Context: an optimization exercise on an open-source flow, tuned for small area and a short achievable clock period. The choices shown serve that exercise and are no tape-out recipe.
The RTL was checked by simulation tests, not by an equivalence proof against the original design.
Power and IR drop assume default switching activity.

[design/flow/design.v]
module register
# (
    parameter LOGW = 6
)
(
    input                 clk,
    input                 rst,
    input                 ack,
    input                 any,
    input      [LOGW-1:0] idx,
    output reg            valid,
    output reg [LOGW-1:0] last
);
    always @ (posedge clk, negedge rst)
        if (~rst) begin
            valid <= 1'b0;
            last  <= {LOGW{1'b1}};
        end else if (ack) begin
            valid <= any;
            if (any)
                last <= idx;
        end
endmodule
module arbiter (req, last, any, idx);
input  [63:0] req;
input  [5:0] last;
output any;
output [5:0] idx;
wire va_1_0 = req[0] | req[1];
wire [0:0] ia_1_0 = ~req[0] & req[1];
wire va_1_1 = req[2] | req[3];
wire [0:0] ia_1_1 = ~req[2] & req[3];
wire va_1_2 = req[4] | req[5];
wire [0:0] ia_1_2 = ~req[4] & req[5];
wire va_1_3 = req[6] | req[7];
wire [0:0] ia_1_3 = ~req[6] & req[7];
wire va_1_4 = req[8] | req[9];
wire [0:0] ia_1_4 = ~req[8] & req[9];
wire va_1_5 = req[10] | req[11];
wire [0:0] ia_1_5 = ~req[10] & req[11];
wire va_1_6 = req[12] | req[13];
wire [0:0] ia_1_6 = ~req[12] & req[13];
wire va_1_7 = req[14] | req[15];
wire [0:0] ia_1_7 = ~req[14] & req[15];
wire va_1_8 = req[16] | req[17];
wire [0:0] ia_1_8 = ~req[16] & req[17];
wire va_1_9 = req[18] | req[19];
wire [0:0] ia_1_9 = ~req[18] & req[19];
wire va_1_10 = req[20] | req[21];
wire [0:0] ia_1_10 = ~req[20] & req[21];
wire va_1_11 = req[22] | req[23];
wire [0:0] ia_1_11 = ~req[22] & req[23];
wire va_1_12 = req[24] | req[25];
wire [0:0] ia_1_12 = ~req[24] & req[25];
wire va_1_13 = req[26] | req[27];
wire [0:0] ia_1_13 = ~req[26] & req[27];
wire va_1_14 = req[28] | req[29];
wire [0:0] ia_1_14 = ~req[28] & req[29];
wire va_1_15 = req[30] | req[31];
wire [0:0] ia_1_15 = ~req[30] & req[31];
wire va_1_16 = req[32] | req[33];
wire [0:0] ia_1_16 = ~req[32] & req[33];
wire va_1_17 = req[34] | req[35];
wire [0:0] ia_1_17 = ~req[34] & req[35];
wire va_1_18 = req[36] | req[37];
wire [0:0] ia_1_18 = ~req[36] & req[37];
wire va_1_19 = req[38] | req[39];
wire [0:0] ia_1_19 = ~req[38] & req[39];
wire va_1_20 = req[40] | req[41];
wire [0:0] ia_1_20 = ~req[40] & req[41];
wire va_1_21 = req[42] | req[43];
wire [0:0] ia_1_21 = ~req[42] & req[43];
wire va_1_22 = req[44] | req[45];
wire [0:0] ia_1_22 = ~req[44] & req[45];
wire va_1_23 = req[46] | req[47];
wire [0:0] ia_1_23 = ~req[46] & req[47];
wire va_1_24 = req[48] | req[49];
wire [0:0] ia_1_24 = ~req[48] & req[49];
wire va_1_25 = req[50] | req[51];
wire [0:0] ia_1_25 = ~req[50] & req[51];
wire va_1_26 = req[52] | req[53];
wire [0:0] ia_1_26 = ~req[52] & req[53];
wire va_1_27 = req[54] | req[55];
wire [0:0] ia_1_27 = ~req[54] & req[55];
wire va_1_28 = req[56] | req[57];
wire [0:0] ia_1_28 = ~req[56] & req[57];
wire va_1_29 = req[58] | req[59];
wire [0:0] ia_1_29 = ~req[58] & req[59];
wire va_1_30 = req[60] | req[61];
wire [0:0] ia_1_30 = ~req[60] & req[61];
wire va_1_31 = req[62] | req[63];
wire [0:0] ia_1_31 = ~req[62] & req[63];
wire va_2_0 = va_1_0 | va_1_1;
wire [1:0] ia_2_0 = {~va_1_0 & va_1_1, ia_1_0 | ({1{~va_1_0}} & ia_1_1)};
wire va_2_1 = va_1_2 | va_1_3;
wire [1:0] ia_2_1 = {~va_1_2 & va_1_3, ia_1_2 | ({1{~va_1_2}} & ia_1_3)};
wire va_2_2 = va_1_4 | va_1_5;
wire [1:0] ia_2_2 = {~va_1_4 & va_1_5, ia_1_4 | ({1{~va_1_4}} & ia_1_5)};
wire va_2_3 = va_1_6 | va_1_7;
wire [1:0] ia_2_3 = {~va_1_6 & va_1_7, ia_1_6 | ({1{~va_1_6}} & ia_1_7)};
wire va_2_4 = va_1_8 | va_1_9;
wire [1:0] ia_2_4 = {~va_1_8 & va_1_9, ia_1_8 | ({1{~va_1_8}} & ia_1_9)};
wire va_2_5 = va_1_10 | va_1_11;
wire [1:0] ia_2_5 = {~va_1_10 & va_1_11, ia_1_10 | ({1{~va_1_10}} & ia_1_11)};
wire va_2_6 = va_1_12 | va_1_13;
wire [1:0] ia_2_6 = {~va_1_12 & va_1_13, ia_1_12 | ({1{~va_1_12}} & ia_1_13)};
wire va_2_7 = va_1_14 | va_1_15;
wire [1:0] ia_2_7 = {~va_1_14 & va_1_15, ia_1_14 | ({1{~va_1_14}} & ia_1_15)};
wire va_2_8 = va_1_16 | va_1_17;
wire [1:0] ia_2_8 = {~va_1_16 & va_1_17, ia_1_16 | ({1{~va_1_16}} & ia_1_17)};
wire va_2_9 = va_1_18 | va_1_19;
wire [1:0] ia_2_9 = {~va_1_18 & va_1_19, ia_1_18 | ({1{~va_1_18}} & ia_1_19)};
wire va_2_10 = va_1_20 | va_1_21;
wire [1:0] ia_2_10 = {~va_1_20 & va_1_21, ia_1_20 | ({1{~va_1_20}} & ia_1_21)};
wire va_2_11 = va_1_22 | va_1_23;
wire [1:0] ia_2_11 = {~va_1_22 & va_1_23, ia_1_22 | ({1{~va_1_22}} & ia_1_23)};
wire va_2_12 = va_1_24 | va_1_25;
wire [1:0] ia_2_12 = {~va_1_24 & va_1_25, ia_1_24 | ({1{~va_1_24}} & ia_1_25)};
wire va_2_13 = va_1_26 | va_1_27;
wire [1:0] ia_2_13 = {~va_1_26 & va_1_27, ia_1_26 | ({1{~va_1_26}} & ia_1_27)};
wire va_2_14 = va_1_28 | va_1_29;
wire [1:0] ia_2_14 = {~va_1_28 & va_1_29, ia_1_28 | ({1{~va_1_28}} & ia_1_29)};
wire va_2_15 = va_1_30 | va_1_31;
wire [1:0] ia_2_15 = {~va_1_30 & va_1_31, ia_1_30 | ({1{~va_1_30}} & ia_1_31)};
wire va_3_0 = va_2_0 | va_2_1;
wire [2:0] ia_3_0 = {~va_2_0 & va_2_1, ia_2_0 | ({2{~va_2_0}} & ia_2_1)};
wire va_3_1 = va_2_2 | va_2_3;
wire [2:0] ia_3_1 = {~va_2_2 & va_2_3, ia_2_2 | ({2{~va_2_2}} & ia_2_3)};
wire va_3_2 = va_2_4 | va_2_5;
wire [2:0] ia_3_2 = {~va_2_4 & va_2_5, ia_2_4 | ({2{~va_2_4}} & ia_2_5)};
wire va_3_3 = va_2_6 | va_2_7;
wire [2:0] ia_3_3 = {~va_2_6 & va_2_7, ia_2_6 | ({2{~va_2_6}} & ia_2_7)};
wire va_3_4 = va_2_8 | va_2_9;
wire [2:0] ia_3_4 = {~va_2_8 & va_2_9, ia_2_8 | ({2{~va_2_8}} & ia_2_9)};
wire va_3_5 = va_2_10 | va_2_11;
wire [2:0] ia_3_5 = {~va_2_10 & va_2_11, ia_2_10 | ({2{~va_2_10}} & ia_2_11)};
wire va_3_6 = va_2_12 | va_2_13;
wire [2:0] ia_3_6 = {~va_2_12 & va_2_13, ia_2_12 | ({2{~va_2_12}} & ia_2_13)};
wire va_3_7 = va_2_14 | va_2_15;
wire [2:0] ia_3_7 = {~va_2_14 & va_2_15, ia_2_14 | ({2{~va_2_14}} & ia_2_15)};
wire va_4_0 = va_3_0 | va_3_1;
wire [3:0] ia_4_0 = {~va_3_0 & va_3_1, ia_3_0 | ({3{~va_3_0}} & ia_3_1)};
wire va_4_1 = va_3_2 | va_3_3;
wire [3:0] ia_4_1 = {~va_3_2 & va_3_3, ia_3_2 | ({3{~va_3_2}} & ia_3_3)};
wire va_4_2 = va_3_4 | va_3_5;
wire [3:0] ia_4_2 = {~va_3_4 & va_3_5, ia_3_4 | ({3{~va_3_4}} & ia_3_5)};
wire va_4_3 = va_3_6 | va_3_7;
wire [3:0] ia_4_3 = {~va_3_6 & va_3_7, ia_3_6 | ({3{~va_3_6}} & ia_3_7)};
wire va_5_0 = va_4_0 | va_4_1;
wire [4:0] ia_5_0 = {~va_4_0 & va_4_1, ia_4_0 | ({4{~va_4_0}} & ia_4_1)};
wire va_5_1 = va_4_2 | va_4_3;
wire [4:0] ia_5_1 = {~va_4_2 & va_4_3, ia_4_2 | ({4{~va_4_2}} & ia_4_3)};
wire va_6_0 = va_5_0 | va_5_1;
wire [5:0] ia_6_0 = {~va_5_0 & va_5_1, ia_5_0 | ({5{~va_5_0}} & ia_5_1)};
wire [15:0] grp;
wire [3:0] col_0 = {req[48], req[32], req[16], req[0]};
assign grp[0] = col_0[last[5:4]];
wire [3:0] col_1 = {req[49], req[33], req[17], req[1]};
assign grp[1] = col_1[last[5:4]];
wire [3:0] col_2 = {req[50], req[34], req[18], req[2]};
assign grp[2] = col_2[last[5:4]];
wire [3:0] col_3 = {req[51], req[35], req[19], req[3]};
assign grp[3] = col_3[last[5:4]];
wire [3:0] col_4 = {req[52], req[36], req[20], req[4]};
assign grp[4] = col_4[last[5:4]];
wire [3:0] col_5 = {req[53], req[37], req[21], req[5]};
assign grp[5] = col_5[last[5:4]];
wire [3:0] col_6 = {req[54], req[38], req[22], req[6]};
assign grp[6] = col_6[last[5:4]];
wire [3:0] col_7 = {req[55], req[39], req[23], req[7]};
assign grp[7] = col_7[last[5:4]];
wire [3:0] col_8 = {req[56], req[40], req[24], req[8]};
assign grp[8] = col_8[last[5:4]];
wire [3:0] col_9 = {req[57], req[41], req[25], req[9]};
assign grp[9] = col_9[last[5:4]];
wire [3:0] col_10 = {req[58], req[42], req[26], req[10]};
assign grp[10] = col_10[last[5:4]];
wire [3:0] col_11 = {req[59], req[43], req[27], req[11]};
assign grp[11] = col_11[last[5:4]];
wire [3:0] col_12 = {req[60], req[44], req[28], req[12]};
assign grp[12] = col_12[last[5:4]];
wire [3:0] col_13 = {req[61], req[45], req[29], req[13]};
assign grp[13] = col_13[last[5:4]];
wire [3:0] col_14 = {req[62], req[46], req[30], req[14]};
assign grp[14] = col_14[last[5:4]];
wire [3:0] col_15 = {req[63], req[47], req[31], req[15]};
assign grp[15] = col_15[last[5:4]];
wire [15:0] above = ~({16{1'b1}} >> (15 - last[3:0]));
wire [15:0] grpm = grp & above;
wire mva_1_0 = grpm[0] | grpm[1];
wire [0:0] mia_1_0 = ~grpm[0] & grpm[1];
wire mva_1_1 = grpm[2] | grpm[3];
wire [0:0] mia_1_1 = ~grpm[2] & grpm[3];
wire mva_1_2 = grpm[4] | grpm[5];
wire [0:0] mia_1_2 = ~grpm[4] & grpm[5];
wire mva_1_3 = grpm[6] | grpm[7];
wire [0:0] mia_1_3 = ~grpm[6] & grpm[7];
wire mva_1_4 = grpm[8] | grpm[9];
wire [0:0] mia_1_4 = ~grpm[8] & grpm[9];
wire mva_1_5 = grpm[10] | grpm[11];
wire [0:0] mia_1_5 = ~grpm[10] & grpm[11];
wire mva_1_6 = grpm[12] | grpm[13];
wire [0:0] mia_1_6 = ~grpm[12] & grpm[13];
wire mva_1_7 = grpm[14] | grpm[15];
wire [0:0] mia_1_7 = ~grpm[14] & grpm[15];
wire mva_2_0 = mva_1_0 | mva_1_1;
wire [1:0] mia_2_0 = {~mva_1_0 & mva_1_1, mia_1_0 | ({1{~mva_1_0}} & mia_1_1)};
wire mva_2_1 = mva_1_2 | mva_1_3;
wire [1:0] mia_2_1 = {~mva_1_2 & mva_1_3, mia_1_2 | ({1{~mva_1_2}} & mia_1_3)};
wire mva_2_2 = mva_1_4 | mva_1_5;
wire [1:0] mia_2_2 = {~mva_1_4 & mva_1_5, mia_1_4 | ({1{~mva_1_4}} & mia_1_5)};
wire mva_2_3 = mva_1_6 | mva_1_7;
wire [1:0] mia_2_3 = {~mva_1_6 & mva_1_7, mia_1_6 | ({1{~mva_1_6}} & mia_1_7)};
wire mva_3_0 = mva_2_0 | mva_2_1;
wire [2:0] mia_3_0 = {~mva_2_0 & mva_2_1, mia_2_0 | ({2{~mva_2_0}} & mia_2_1)};
wire mva_3_1 = mva_2_2 | mva_2_3;
wire [2:0] mia_3_1 = {~mva_2_2 & mva_2_3, mia_2_2 | ({2{~mva_2_2}} & mia_2_3)};
wire mva_4_0 = mva_3_0 | mva_3_1;
wire [3:0] mia_4_0 = {~mva_3_0 & mva_3_1, mia_3_0 | ({3{~mva_3_0}} & mia_3_1)};
wire gvm_4_0 = mva_4_0;
wire [3:0] gim_4_0 = mia_4_0;
wire vm_5_0 = last[4] ? gvm_4_0 : (gvm_4_0 | va_4_1);
wire [4:0] im_5_0 = last[4] ? {gvm_4_0, gim_4_0} : {~gvm_4_0 & va_4_1, gim_4_0 | ({4{~gvm_4_0}} & ia_4_1)};
wire vm_5_1 = last[4] ? gvm_4_0 : (gvm_4_0 | va_4_3);
wire [4:0] im_5_1 = last[4] ? {gvm_4_0, gim_4_0} : {~gvm_4_0 & va_4_3, gim_4_0 | ({4{~gvm_4_0}} & ia_4_3)};
wire vm_6_0 = last[5] ? vm_5_1 : (vm_5_0 | va_5_1);
wire [5:0] im_6_0 = last[5] ? {vm_5_1, im_5_1} : {~vm_5_0 & va_5_1, im_5_0 | ({5{~vm_5_0}} & ia_5_1)};
assign any = va_6_0;
assign idx = im_6_0 | ({6{~vm_6_0}} & ia_6_0);
endmodule
module decoder
# (
    parameter WIDTH = 64,
    parameter LOGW = 6
)
(
    input              valid,
    input  [LOGW-1:0]  in,
    output [WIDTH-1:0] out
);
    localparam H = LOGW / 2;
    localparam N = 1 << H;
    wire [N-1:0] hi = {{(N-1){1'b0}}, valid} << in[LOGW-1:H];
    wire [N-1:0] lo = {{(N-1){1'b0}}, 1'b1} << in[H-1:0];
    genvar i;
    generate
        for (i = 0; i < WIDTH; i = i + 1) begin : dec
            assign out[i] = hi[i / N] & lo[i % N];
        end
    endgenerate
endmodule
module rr_arbiter(clk, resetb, ack, request, grant);
	parameter integer WIDTH = 64;
	localparam integer LOGW = 6;
	input clk, resetb, ack;
	input [WIDTH - 1:0] request;
	output [WIDTH - 1:0] grant;
	wire            valid;
	wire [LOGW-1:0] last;
	wire            any;
	wire [LOGW-1:0] idx;
	arbiter arbiter(.req(request), .last(last), .any(any), .idx(idx));
	register #(.LOGW(LOGW)) state(.clk(clk), .rst(resetb), .ack(ack), .any(any), .idx(idx), .valid(valid), .last(last));
	decoder #(.WIDTH(WIDTH), .LOGW(LOGW)) final_decoder(.valid(valid), .in(last), .out(grant));
endmodule
[design/flow/flow/run.sh]
#!/bin/bash
# The standard layout with three changes:
# - Yosys's ABC maps the logic with flow/abc.script (one area-recovering
#   mapping after choice computation) instead of ORFS's speed script; the
#   rest of the synthesis, synth_recipe.tcl included, is unchanged.
# - The slow OR-type cells (a NOR plus an inverter in one cell, with a weak
#   stacked pull-up) are kept out of synthesis and repair.
# - The port buffers are plain buf_1 cells.
set -euo pipefail
here=$PWD
slow=""
for c in or3 or3b or4 or4b or4bb o41a; do
  for s in 1 2 4; do slow="$slow sky130_fd_sc_hd__${c}_$s"; done
done
cp config.mk flow_config.mk
echo "export DONT_USE_CELLS += $slow" >> flow_config.mk
cat > flow_synth.tcl <<EOT
proc abc {args} {
  set i [lsearch -exact \$args -script]
  if {\$i >= 0} { set args [lreplace \$args \$i [expr {\$i + 1}] -script $here/flow/abc.script] }
  yosys abc {*}\$args
}
source $here/synth_recipe.tcl
EOT
sed -e "s#DESIGN_CONFIG=[^ ]*#DESIGN_CONFIG=$here/flow_config.mk#" \
    -e "s#SYNTH_SCRIPT=[^ ]*#SYNTH_SCRIPT=$here/flow_synth.tcl#" standard.sh > flow_standard.sh
export BUFFER_PORTS_ARGS="-buffer_cell sky130_fd_sc_hd__buf_1"
bash flow_standard.sh > standard.log 2>&1
[design/flow/flow/abc.script]
&get -n
&st
&syn2
&dch -f
&nf -a -R 1000
&put
[design/flow/standard.sh]
#!/bin/bash
# synth_recipe.tcl (not shown) runs the flow's synth.tcl, then flattens the netlist and writes it again
# the make line also repeats each setting of config.mk as NAME=value (left out here)
make -C /OpenROAD-flow-scripts/flow DESIGN_CONFIG=/design/flow/config.mk WORK_HOME=/design/flow/orfs CLKGATE_MAP_FILE= SYNTH_SCRIPT=/design/flow/synth_recipe.tcl "${@:-finish}"
[design/flow/config.mk]
export PLATFORM = sky130hd
export DESIGN_NAME = rr_arbiter
export DESIGN_NICKNAME = rr_arbiter
export VERILOG_FILES = /design/flow/design.v
export SDC_FILE = /design/flow/constraint.sdc
export NUM_CORES = 4
export LEC_CHECK = 0
export CAP_MARGIN = 20
export CORE_MARGIN = 2
export CORE_UTILIZATION = 40
export CTS_BUF_LIST = sky130_fd_sc_hd__clkbuf_2
export CTS_CLUSTER_SIZE = 30
export PLACE_DENSITY = 0.75
export SETUP_SLACK_MARGIN = 4.3
export SLEW_MARGIN = 20
[design/flow/constraint.sdc]
create_clock -name core_clock -period 8.0 [get_ports {clk}]
set_input_delay 1.6000 -clock core_clock [delete_from_list [all_inputs] [get_ports {clk}]]
set_output_delay 1.6000 -clock core_clock [all_outputs]
set_load 0.01 [all_outputs]
==> results of run 1 <==
-- repair_timing --
action / 4_1_cts / 5_1_grt
buffers inserted: 1 / 0
setup endpoints to repair: 1 / 38
resized for setup: 4 / 20
pin swaps: 1 / 2
-- per-layer routing --
layer / global-route usage, % / up-vias / part of all wire, %
met4: 15.6 / 0 / 4.8
met2: 57.5 / 251 / 46
met1: 38.5 / 1579 / 39
met5: 0 / - / 0
li1: - / 1681 / -
met3: 3.84 / 39 / 9.7
-- final cells by class --
cell class	count	area share (%)
multi-input combinational	360	69.4
timing repair buffer	131	17.9
sequential	7	6.86
tap	70	3.16
inverter	15	2.03
clock buffer	4	0.722
-- state kept, by name (all words and copies together) (netlist names) --
name / count
state.last: 6
state.valid: 1
-- worst max-delay path: cells and delay by family --
kind	cells	cell delay [ns]
AO/OA/AOI/OAI	7	1.24
AND/OR/NAND/NOR	5	0.85
buffers and inverters	1	0.12
-- cell families after synthesis --
kind of cell / count (synthesis) / synth area share [%]
multiplexers: 1 / 1.10
AO/OA/AOI/OAI: 106 / 34.2
buffers and inverters: 15 / 2.74
flip-flops: 7 / 8.89
AND/OR/NAND/NOR: 253 / 53.0
-- power by group through the flow --
stage / combinational [mW] / clock [mW] / sequential, mW
after global routing: 0.566 / 0.0282 / 0.136
after global placement: 0.479 / 0 / 0.121
after floorplan: 0.345 / 0 / 0.102
final: 0.518 / 0.0271 / 0.130
after CTS: 0.484 / 0.0269 / 0.122
after detailed placement: 0.480 / 0 / 0.123
-- cells in the final DEF (no fill, tap or decap), types with 6 or more instances in the layout --
| cell type | count |
|---|---|
| nor2_1 | 143 |
| buf_1 | 130 |
| nand2_1 | 39 |
| o21ai_0 | 21 |
| a21oi_1 | 20 |
| o22ai_1 | 18 |
| nand3_1 | 16 |
| clkinv_1 | 15 |
| nor3_1 | 11 |
| o211ai_1 | 9 |
| nor4_1 | 8 |
| nand2b_1 | 7 |
| nor4_2 | 6 |
-- worst min path at each step --
stage	to	depth (start not counted)	from
after detailed placement	state.last[2]	2	state.last[2]
after floorplan	state.last[2]	2	state.last[2]
after global placement	state.last[2]	2	state.last[2]
after global routing	state.last[2]	2	state.last[2]
after CTS	state.last[2]	2	state.last[2]
final	state.last[2]	2	state.last[2]
-- per-stage QoR --
| stage | area [um2] | power, mW | util (%) |
|---|---|---|---|
| finish | 2770 | 0.676 | 55.0 |
| floorplan | 2050 | 0.447 | - |
| detailed placement | 2630 | 0.603 | 52.2 |
| global route | 2770 | 0.731 | 55.0 |
| CTS | 2680 | 0.633 | 53.1 |
| global placement | 2630 | 0.600 | 52.2 |
==> reports/metrics.yaml, run 1 <==
worst_setup_path:
  cp.arrival_ns: 3.83
  crit_path_frequent_cell: "nor2_1"
  r2r-start: "state.last[5]"
  reg2reg_slack_ns: 4.58
  crit_type: "in -> reg"
  path_cells: "buf_1 -> nor4_2 -> o211ai_1 -> o311ai_0 -> nand3_1 -> o31ai_4 -> o31ai_1 -> a2111oi_2 -> nor2_1 -> o22ai_1 -> nand2_1 -> nor2_1 -> o22a_1"
  critical_path.max_fanout: 4
  crit_required_ns: 8.18
  crit_end: "state.last[1]"
  max_stage_delay_ns: 0.39
  r2r-end: "state.last[0]"
  critPathSlowestCell: "a2111oi_2"
  setup.worst_path.start_class: "input pin"
  startpoint: "request[59]"
  r2r_cells: 11
  worstSetupEndpointType: "flop"
power:
  leakage_nw: 0.805
  switchingPower_mw: 0.418
  combPwrFrac_pct: 76.7
  clkPwrFrac_pct: 4.0
  power_frac_seq_pct: 19.3
  switching_share_pct: 61.8
  ir_drop_mv: 0.0965
  p_int_mw: 0.258
  power_density_nw_per_um2: 244
global_routing:
  overflow: 0
  track_usage_pct: 32.4
  antenna_found_initial: 0
  grt_pass1_wl_um: 14200
  grt_max_degree: 22
  grt_pass1_vias: 2963
floorplanning:
  core_area_um2: 5040
  num_rows: 26
  floorplan.initialDensity_pct: 40.7
  die_x_um: 75.7
  die_area_um2: 5730
  die_h_um: 75.7
  boundaryPins: 131
finish:
  instances_no_fill: 587
  regArea_um2: 190
  n_fill_cell: 549
  antennaDiodeCount: 0
  final_layout_size_suffix_gt1_share_pct: 5.80
  nets: 585
  multi_input_area_um2: 1920
  areaGrowthSynthToFinish_pct: 35.0
sta:
  relSlewSlack_pct: 49.3
  finClkSkew_ns: 0.00677
  hold_viol: 0
  worst_hold_slack_ns: 0.598
  rsz0062_at_grt: "yes"
  fmax_mhz: 274
  tns_ns: 0
  tightest_slew_ns: 0.761
  slew_violations: 0
  worst_slack_ns: 4.35
  fin_crit_sh_pct: 45.6
  min_period_ns: 3.65
  setup-violations-final: 0
place:
  dp_hpwl_um: 7680
  place_ws_ns: 3.72
  placed_cells: 582
  place_congestion: 1.04
  io_buffers: 130
yosys:
  synth.most_common_cell: "nor2_1"
  yosysWarnings: 1
  synth.avg_cell_area_um2: 5.38
  yosysSeqAreaShare_pct: 8.89
  synthArstFlopShare_pct: 100
  ys_ff_latch: 7
  synth_flop_cell: "dfstp_2"
  syn_area_um2: 2050
  yosys-top-cells-count: "nor2_1 (145), nand2_1 (39), o21ai_0 (22), a21oi_1 (20), o22ai_1 (18)"
  ys_types: 40
  yosysTopAreaCell: "nor2_1"
  syn-num-nets: 449
  synth.top_cells.by_area: "nor2_1 (26%), dfstp_2 (7.7%), nand2_1 (7.1%)"
  syn-instance-count: 382
  synth-edff-count: 0
  synth_top_area_share_pct: 26.5
cts:
  clockBufferDepth: 2
  ctsHoldBuffers: 0
  clkTransAtPathRegs_ns: 0.07
  clk_latency_ns: 0.24
  cts_tree: "done"
  cts_root_buffer: "clkbuf_2"
  htree_levels: 1
  cts_buffers: 3
  clkSinkCount: 7
detailed_routing:
  drt_iter0_drc: 362
  via_per_inst: 6.05
  ant_nets: 0
  wl_um: 9590
  avgRoutedWirePerCell_um: 16.3
  first_pass_iters: 5
  vias: 3550
  drc: 0
job:
  cap_violations: 0
outcome:
  outcome: "timing/DRC/antenna clean"
hold_path:
  hold_path_class: "reg -> reg"
==> inputs of run 2 (changes only) <==
==> design/flow/flow/abc.script (replaced) <==
&get -n
&st
&syn2
&dch -f
&nf -a -R 1000 -F 10 -A 10
&put
--- a/design/flow/config.mk
+++ b/design/flow/config.mk
@@ -11,5 +11,5 @@
 export CTS_BUF_LIST = sky130_fd_sc_hd__clkbuf_2
 export CTS_CLUSTER_SIZE = 30
 export PLACE_DENSITY = 0.75
-export SETUP_SLACK_MARGIN = 4.3
+export SETUP_SLACK_MARGIN = 4.2
 export SLEW_MARGIN = 20
==> run 2 against run 1 <==
Against the previous run: die area decreased by 0.75%; maximum frequency decreased by 1.7%; synthesized cell count unchanged; first-iteration DRC count decreased by 19%; sequential power about the same; flip-flop and latch count unchanged; combinational power decreased by 4.4%; critical path depth decreased by 9; power decreased by 4.0%; highest routed layer unchanged.
==> reports/metrics.yaml, run 2 <==
finish:
  top_regs: "state.last (6), state.valid (1)"  # unchanged
  largest_reg_flops: 6  # unchanged
  final_layout_size_suffix_gt1_share_pct: 4.06  # was 5.80%
  areaGrowthSynthToFinish_pct: 32.5  # was 35.0%
  final_cell_mix: "nor2_1 (147), buf_1 (130), nand2_1 (38)"  # was nor2_1 (143), buf_1 (130), nand2_1 (39)
  largest_register: "state.last"  # unchanged
  antennaDiodeCount: 0  # unchanged
  nets: 585  # unchanged
  final_common_cell: "nor2_1"  # unchanged
  n_fill_cell: 530  # was 549
place:
  dp_hpwl_um: 7720  # was 7680 um
  io_buffers: 130  # unchanged
  place_ws_ns: 3.67  # was 3.72 ns
  place_congestion: 1.02  # was 1.04
sta:
  min_period_ns: 3.71  # was 3.65 ns
  slew_violations: 0  # unchanged
  finClkSkew_ns: 0.00519  # was 0.00677 ns
  worst_slack_ns: 4.29  # was 4.35 ns
  rsz0062_at_grt: "yes"  # unchanged
  fmax_mhz: 269  # was 274 MHz
  tns_ns: 0  # unchanged
  fin_crit_sh_pct: 46.4  # was 45.6%
  setup-violations-final: 0  # unchanged
  tightest_slew_ns: 0.759  # was 0.761 ns
  relSlewSlack_pct: 49.4  # was 49.3%
  hold_viol: 0  # unchanged
cts:
  clkTransAtPathRegs_ns: 0.08  # was 0.07 ns
  cts_buffers: 3  # unchanged
  clockBufferDepth: 2  # unchanged
  cts_root_buffer: "clkbuf_2"  # unchanged
  cts_tree: "done"  # unchanged
  htree_levels: 1  # unchanged
  post-cts-setup-buffer-count: 0  # was 1
  clk_latency_ns: 0.24  # about the same
  clkSinkCount: 7  # unchanged
global_routing:
  antenna_found_initial: 0  # unchanged
  overflow: 0  # unchanged
  grt_pass1_vias: 2963  # unchanged
  track_usage_pct: 32.2  # was 32.4%
  grt_max_degree: 21  # was 22
  grt_pass1_wl_um: 14000  # was 14200 um
detailed_routing:
  ant_nets: 0  # unchanged
  drc: 0  # unchanged
  wl_met3_um: 967  # was 926 um
  vias: 3554  # was 3550
  via_per_inst: 6.09  # was 6.05
  first_pass_iters: 5  # unchanged
  top_layer: "met4"  # unchanged
  wl_met2_um: 4490  # was 4430 um
  wl_met1_um: 3750  # was 3760 um
  drt_iter0_drc: 294  # was 362
  avgRoutedWirePerCell_um: 16.4  # was 16.3 um
  wl_um: 9600  # was 9590 um
yosys:
  synth-edff-count: 0  # unchanged
  synth_top_area_share_pct: 27.1  # was 26.5%
  synthArstFlopShare_pct: 100  # unchanged
  ys_types: 37  # was 40
  syn-instance-count: 382  # unchanged
  yosys-top-cells-count: "nor2_1 (147), nand2_1 (38), o21ai_0 (23), a21oi_1 (20), o22ai_1 (18)"  # was nor2_1 (145), nand2_1 (39), o21ai_0 (22), a21oi_1 (20), o22ai_1 (18)
  yosysTopAreaCell: "nor2_1"  # unchanged
  synth.avg_cell_area_um2: 5.34  # was 5.38 um2
  synth.most_common_cell: "nor2_1"  # unchanged
  synth.top_cells.by_area: "nor2_1 (27%), dfstp_2 (7.7%), nand2_1 (7.0%)"  # was nor2_1 (26%), dfstp_2 (7.7%), nand2_1 (7.1%)
  syn_area_um2: 2040  # was 2050 um2
  ys_ff_latch: 7  # unchanged
  synth_flop_cell: "dfstp_2"  # unchanged
  yosysWarnings: 1  # unchanged
  syn-num-nets: 449  # unchanged
  yosysSeqAreaShare_pct: 8.96  # was 8.89%
worst_setup_path:
  worstSetupEndpointType: "primary output"  # was flop
  crit_required_ns: 6.40  # was 8.18 ns
  critical_path.max_fanout: 20  # was 4
  setup.worst_path.start_class: "flop"  # was input pin
  cp.arrival_ns: 2.11  # was 3.83 ns
  crit_type: "reg -> out"  # was in -> reg
hold_path:
  hold_path_class: "reg -> reg"  # unchanged
floorplanning:
  die_h_um: 75.4  # was 75.7 um
  die_area_um2: 5680  # was 5730 um2
  num_rows: 25  # was 26
  floorplan.initialDensity_pct: 42.3  # was 40.7%
  core_area_um2: 4820  # was 5040 um2
  die_x_um: 75.4  # was 75.7 um
  boundaryPins: 131  # unchanged
power:
  ir_drop_mv: 0.101  # was 0.0965 mV
  leakage_nw: 0.791  # was 0.805 nW
  power_mw: 0.649  # was 0.676 mW
  power_density_nw_per_um2: 240  # was 244 nW/um2
outcome:
  outcome: "timing/DRC/antenna clean"  # unchanged
job:
  cap_violations: 0  # unchanged
## run 2: cell count changes after synthesis, moves of 2 or more
cell	previous run	this run
a31oi_1	2	5
clkinv_1	15	13
nand3_1	16	13
nor2_1	145	147
## run 2: what timing repair did
item	4_1_cts	5_1_grt
setup endpoints to repair	1	8
hold buffers	0	0
pin swaps	0	1
cloned	0	0
gates resized for setup	3	9
## run 2: worst paths after layout
check	to	slack, ns	cells after the start	start
worst max-delay path	grant[25]	4.29	4	state.last[4]
worst min-delay path	state.valid	0.60	2	state.valid
worst max register to register	state.last[4]	4.63	10	state.last[4]
worst min register to register	state.valid	0.60	2	state.valid
max in group asynchronous	state.last[2]	6.48	1	resetb
min in group asynchronous	state.valid	1.23	1	resetb
## run 2: cell families after synthesis
logic type	synth area share, %
DFF	8.96
buffers and inverters	2.39
AOI/OAI and AO/OA	35.2
and+or+nand+nor	53.5
## run 2: through the flow
stage                     utilization [%]  instances  hold WS (ns)  cell area, um2
after floorplan                         -        382         0.537            2040
after global placement               54.3        580         0.588            2620
after detailed placement             54.3        580         0.587            2620
after CTS                            55.0        584         0.598            2650
after global routing                 56.1        584         0.634            2700
final                                56.1        584         0.600            2700
## run 2: critical path, cell delays in order (launching register included)
cell and delay (ns):
dfstp_2 0.76, nor2b_1 0.39, nand3_1 0.35, nor2_1 0.19, buf_1 0.17
## run 2: report_power, final
group	internal, mW	switching [mW]	total, mW
Combinational	0.168	0.328	0.495
Sequential	0.0629	0.0640	0.127
Clock	0.0133	0.0138	0.0271
Total	0.244	0.405	0.649
## run 2: cell type report
class / instances / area, um2 / share of cell area, %
inverters: 13 / 48.8 / 1.81
well taps: 67 / 83.8 / 3.10
repair buffers: 131 / 495 / 18.3
clock buffers: 4 / 20.0 / 0.741
multi-input cells: 362 / 1870 / 69.2
flip-flops and latches: 7 / 183 / 6.76
## run 2: layer usage
layer  up-vias  global-route usage, %
met5         -                      0
met1      1571                   39.7
met4         0                   13.5
met3        29                   2.65
met2       272                   57.4
li1       1682                      -
==> inputs of run 3 (changes only) <==
--- a/design/flow/flow/run.sh
+++ b/design/flow/flow/run.sh
@@ -1,7 +1,8 @@
 #!/bin/bash
 # The standard layout with three changes:
 # - Yosys's ABC maps the logic with flow/abc.script (one area-recovering
-#   mapping after choice computation) instead of ORFS's speed script; the
+#   mapping after choice computation, then ABC's load-aware buffering and
+#   sizing) instead of ORFS's speed script; the
 #   rest of the synthesis, synth_recipe.tcl included, is unchanged.
 # - The slow OR-type cells (a NOR plus an inverter in one cell, with a weak
 #   stacked pull-up) are kept out of synthesis and repair.
==> design/flow/flow/abc.script (replaced) <==
&get -n
&st
&syn2
&dch -f
&nf -a -R 1000
&put
buffer -c
topo
stime -c
upsize -c
dnsize -c
--- a/design/flow/config.mk
+++ b/design/flow/config.mk
@@ -10,6 +10,5 @@
 export CORE_UTILIZATION = 40
 export CTS_BUF_LIST = sky130_fd_sc_hd__clkbuf_2
 export CTS_CLUSTER_SIZE = 30
-export PLACE_DENSITY = 0.75
 export SETUP_SLACK_MARGIN = 4.2
 export SLEW_MARGIN = 20
==> run 3 against run 2 <==
Against the previous run: still clean; routed wire length grew 3.1%; first-iteration DRC count rose by 25%; sequential power grew 4%; critical path depth unchanged; largest cell class unchanged.
==> reports/metrics.yaml, run 3 <==
worst_setup_path:
  setup.worst_path.start_class: "flop"  # unchanged
  cp.arrival_ns: 2.02  # was 2.11 ns
  r2r-start: "state.last[4]"  # unchanged
  worstSetupEndpointType: "primary output"  # unchanged
  r2r-end: "state.last[0]"  # was state.last[4]
  r2r_cells: 11  # was 10
  crit_required_ns: 6.40  # about the same
  crit_type: "reg -> out"  # unchanged
  startpoint: "state.last[4]"  # unchanged
  crit_end: "grant[25]"  # unchanged
  critical_path.max_fanout: 21  # was 20
  reg2reg_slack_ns: 4.89  # was 4.63 ns
floorplanning:
  die_x_um: 78.7  # was 75.4 um
  floorplan.initialDensity_pct: 41.1  # was 42.3%
  core_area_um2: 5440  # was 4820 um2
  die_h_um: 78.7  # was 75.4 um
  die_area_um2: 6200  # was 5680 um2
  boundaryPins: 131  # unchanged
  num_rows: 27  # was 25
yosys:
  synth_flop_cell: "dfstp_2"  # unchanged
  yosysTopAreaCell: "nor2_1"  # unchanged
  yosys-top-cells-count: "nor2_1 (145), nand2_1 (38), a21oi_1 (20), o21ai_0 (18), o22ai_1 (18)"  # was nor2_1 (147), nand2_1 (38), o21ai_0 (23), a21oi_1 (20), o22ai_1 (18)
  synthArstFlopShare_pct: 100  # unchanged
  yosysSeqAreaShare_pct: 8.18  # was 8.96%
  synth_top_area_share_pct: 24.4  # was 27.1%
  ys_ff_latch: 7  # unchanged
  syn-num-nets: 463  # was 449
  synth-edff-count: 0  # unchanged
  synth.top_cells.by_area: "nor2_1 (24%), dfstp_2 (7.1%), nand2_1 (6.4%)"  # was nor2_1 (27%), dfstp_2 (7.7%), nand2_1 (7.0%)
  syn_area_um2: 2230  # was 2040 um2
  synth.most_common_cell: "nor2_1"  # unchanged
  synth.avg_cell_area_um2: 5.64  # was 5.34 um2
  syn-instance-count: 396  # was 382
  yosysWarnings: 1  # unchanged
  ys_types: 57  # was 37
sta:
  min_period_ns: 3.62  # was 3.71 ns
  fin_crit_sh_pct: 45.3  # was 46.4%
  slew_violations: 0  # unchanged
  rsz0062_at_grt: "yes"  # unchanged
  hold_viol: 0  # unchanged
  relSlewSlack_pct: 48.9  # was 49.4%
  tightest_slew_ns: 0.759  # about the same
  tns_ns: 0  # unchanged
  setup-violations-final: 0  # unchanged
  worst_slack_ns: 4.38  # was 4.29 ns
  fmax_mhz: 276  # was 269 MHz
  finClkSkew_ns: 0.0138  # was 0.00519 ns
place:
  dp_hpwl_um: 7900  # was 7720 um
  place_congestion: 1.08  # was 1.02
  place_ws_ns: 4.11  # was 3.67 ns
  io_buffers: 130  # unchanged
finish:
  largest_register: "state.last"  # unchanged
  n_fill_cell: 627  # was 530
  areaGrowthSynthToFinish_pct: 25.6  # was 32.5%
  antennaDiodeCount: 0  # unchanged
  final_cell_mix: "nor2_1 (145), buf_1 (130), nand2_1 (38)"  # was nor2_1 (147), buf_1 (130), nand2_1 (38)
  final_layout_size_suffix_gt1_share_pct: 6.78  # was 4.06%
  final_common_cell: "nor2_1"  # unchanged
  top_regs: "state.last (6), state.valid (1)"  # unchanged
  nets: 584  # was 585
  largest_reg_flops: 6  # unchanged
detailed_routing:
  drc: 0  # unchanged
  via_per_inst: 5.92  # was 6.09
  wl_um: 9890  # was 9600 um
  drt_iter0_drc: 367  # was 294
  first_pass_iters: 5  # unchanged
  ant_nets: 0  # unchanged
  vias: 3483  # was 3554
  avgRoutedWirePerCell_um: 16.8  # was 16.4 um
cts:
  cts_tree: "done"  # unchanged
  post-cts-setup-buffer-count: 0  # unchanged
  clk_latency_ns: 0.24  # about the same
  htree_levels: 1  # unchanged
  ctsHoldBuffers: 0  # unchanged
  cts_buffers: 3  # unchanged
  clkSinkCount: 7  # unchanged
  cts_root_buffer: "clkbuf_2"  # unchanged
  clkTransAtPathRegs_ns: 0.08  # about the same
  clockBufferDepth: 2  # unchanged
outcome:
  outcome: "timing/DRC/antenna clean"  # unchanged
power:
  leakage_nw: 0.879  # was 0.791 nW
  ir_drop_mv: 0.285  # was 0.101 mV
  power_mw: 0.684  # was 0.649 mW
  power_density_nw_per_um2: 244  # was 240 nW/um2
job:
  cap_violations: 0  # unchanged
global_routing:
  antenna_found_initial: 0  # unchanged
  use_met1_pct: 43.9  # was 39.7%
  top_usage_layer: "met2"  # unchanged
  grt_max_degree: 22  # was 21
  overflow: 0  # unchanged
  track_usage_pct: 30.7  # was 32.2%
  grt_pass1_wl_um: 15200  # was 14000 um
  grt_pass1_vias: 2968  # was 2963
  use_met2_pct: 47.4  # was 57.4%
  grtUsageMet3_pct: 6.93  # was 2.65%
hold_path:
  hold_path_class: "reg -> reg"  # unchanged
  hold_start: "state.last[0]"  # was state.valid
-- run 3: changes by cell type in the layout (fill, tap and decap cells not counted), sizes merged, moves of 2 or more --
cell | previous run | this run
inv | 0 | 15
clkinv | 13 | 0
a31oi | 5 | 2
nand3 | 13 | 16
nor2 | 147 | 145
-- run 3: worst min path at each step --
stage | endpoint | depth (start not counted)
finish | state.last[0] | 2
global route | state.last[0] | 2
CTS | state.last[2] | 2
detailed placement | state.last[2] | 2
global placement | state.last[2] | 2
floorplan | state.last[3] | 2
-- run 3: logic make-up (layout without fill, tap and decap cells) --
family                 Yosys count  count (layout)  synth area share (%)
buffers and inverters           29             149                  6.05
DFF                              7               7                  8.18
and+or+nand+nor                253             253                  51.7
muxes                            1               1                  1.01
AOI/OAI and AO/OA              106             106                  33.1
-- run 3: metrics by stage --
step	std cells	hold WS (ns)	instance area, um2	utilization, %
3_5_place_dp	584	0.588	2730	50.2
6_report	588	0.607	2810	51.6
2_1_floorplan	396	0.549	2230	-
4_1_cts	588	0.599	2750	50.6
5_1_grt	588	0.651	2810	51.6
3_3_place_gp	584	0.577	2730	50.2
-- run 3: final cells by class --
class,count,area (um2),share of cell area (%)
sequential,7,186,6.65
multi-input combinational,360,1960,70.0
inverter,15,56.3,2.01
timing repair buffer,130,488,17.4
tap,72,90.1,3.21
clock buffer,4,20.0,0.714
-- run 3: metal layers --
metal | vias to the layer above | part of all wire [%]
li1 | 1683 | -
met1 | 1571 | 42
met2 | 215 | 46
met3 | 14 | 11
met4 | 0 | 1.2
met5 | - | 0
-- run 3: timing repair --
item / in CTS / in global routing
resized for setup: 0 / 9
endpoints found under the setup margin: 0 / 17
hold endpoints to repair: 0 / 0
-- run 3: worst max-delay path, cell delays in order (launching register included) --
cell     delay (ns)
dfstp_2        0.83
nor2b_2        0.34
nand3_1        0.28
nor2_1         0.18
buf_1          0.16
-- run 3: report_power, final --
group          switching, mW  total [mW]  internal (mW)
sequential            0.0681       0.132         0.0638
clock                 0.0135      0.0268         0.0133
combinational          0.336       0.525          0.189

afterwards: timing with drivers on the ports:
Ports are ideal in the flow. The routed layouts listed here were re-timed in OpenROAD. Step 1, drivers: a clkbuf_16 drives clk and a buf_2 each remaining input, both assumed. Step 2 times the ports against the registers' clock, not the clock port: input delays grow and output delays shrink by t, the midpoint of the rising clock arrivals with the driver on. Slacks: ideal / step 1 / step 2; pairs: ideal / step 1.
| run | t (ns) | setup WS [ns] | hold WS [ns] | worst setup path at the end | worst register clock-pin slew, ns |
|---|---|---|---|---|---|
| run 1 | 0.259 | 4.353 / 4.349 / 4.090 | 0.598 / 0.598 / 0.598 | input to register | 0.08 / 0.08 |
| run 2 | 0.257 | 4.289 / 4.270 / 4.108 | 0.600 / 0.600 / 0.600 | input to register | 0.08 / 0.08 |
| run 3 | 0.247 | 4.377 / 4.361 / 4.127 | 0.607 / 0.607 / 0.607 | input to register | 0.08 / 0.08 |
After both steps every run listed still meets setup and hold. The setup slack of run 1, which loses most, moves by -0.004 ns with the drivers and by -0.263 ns with both steps.
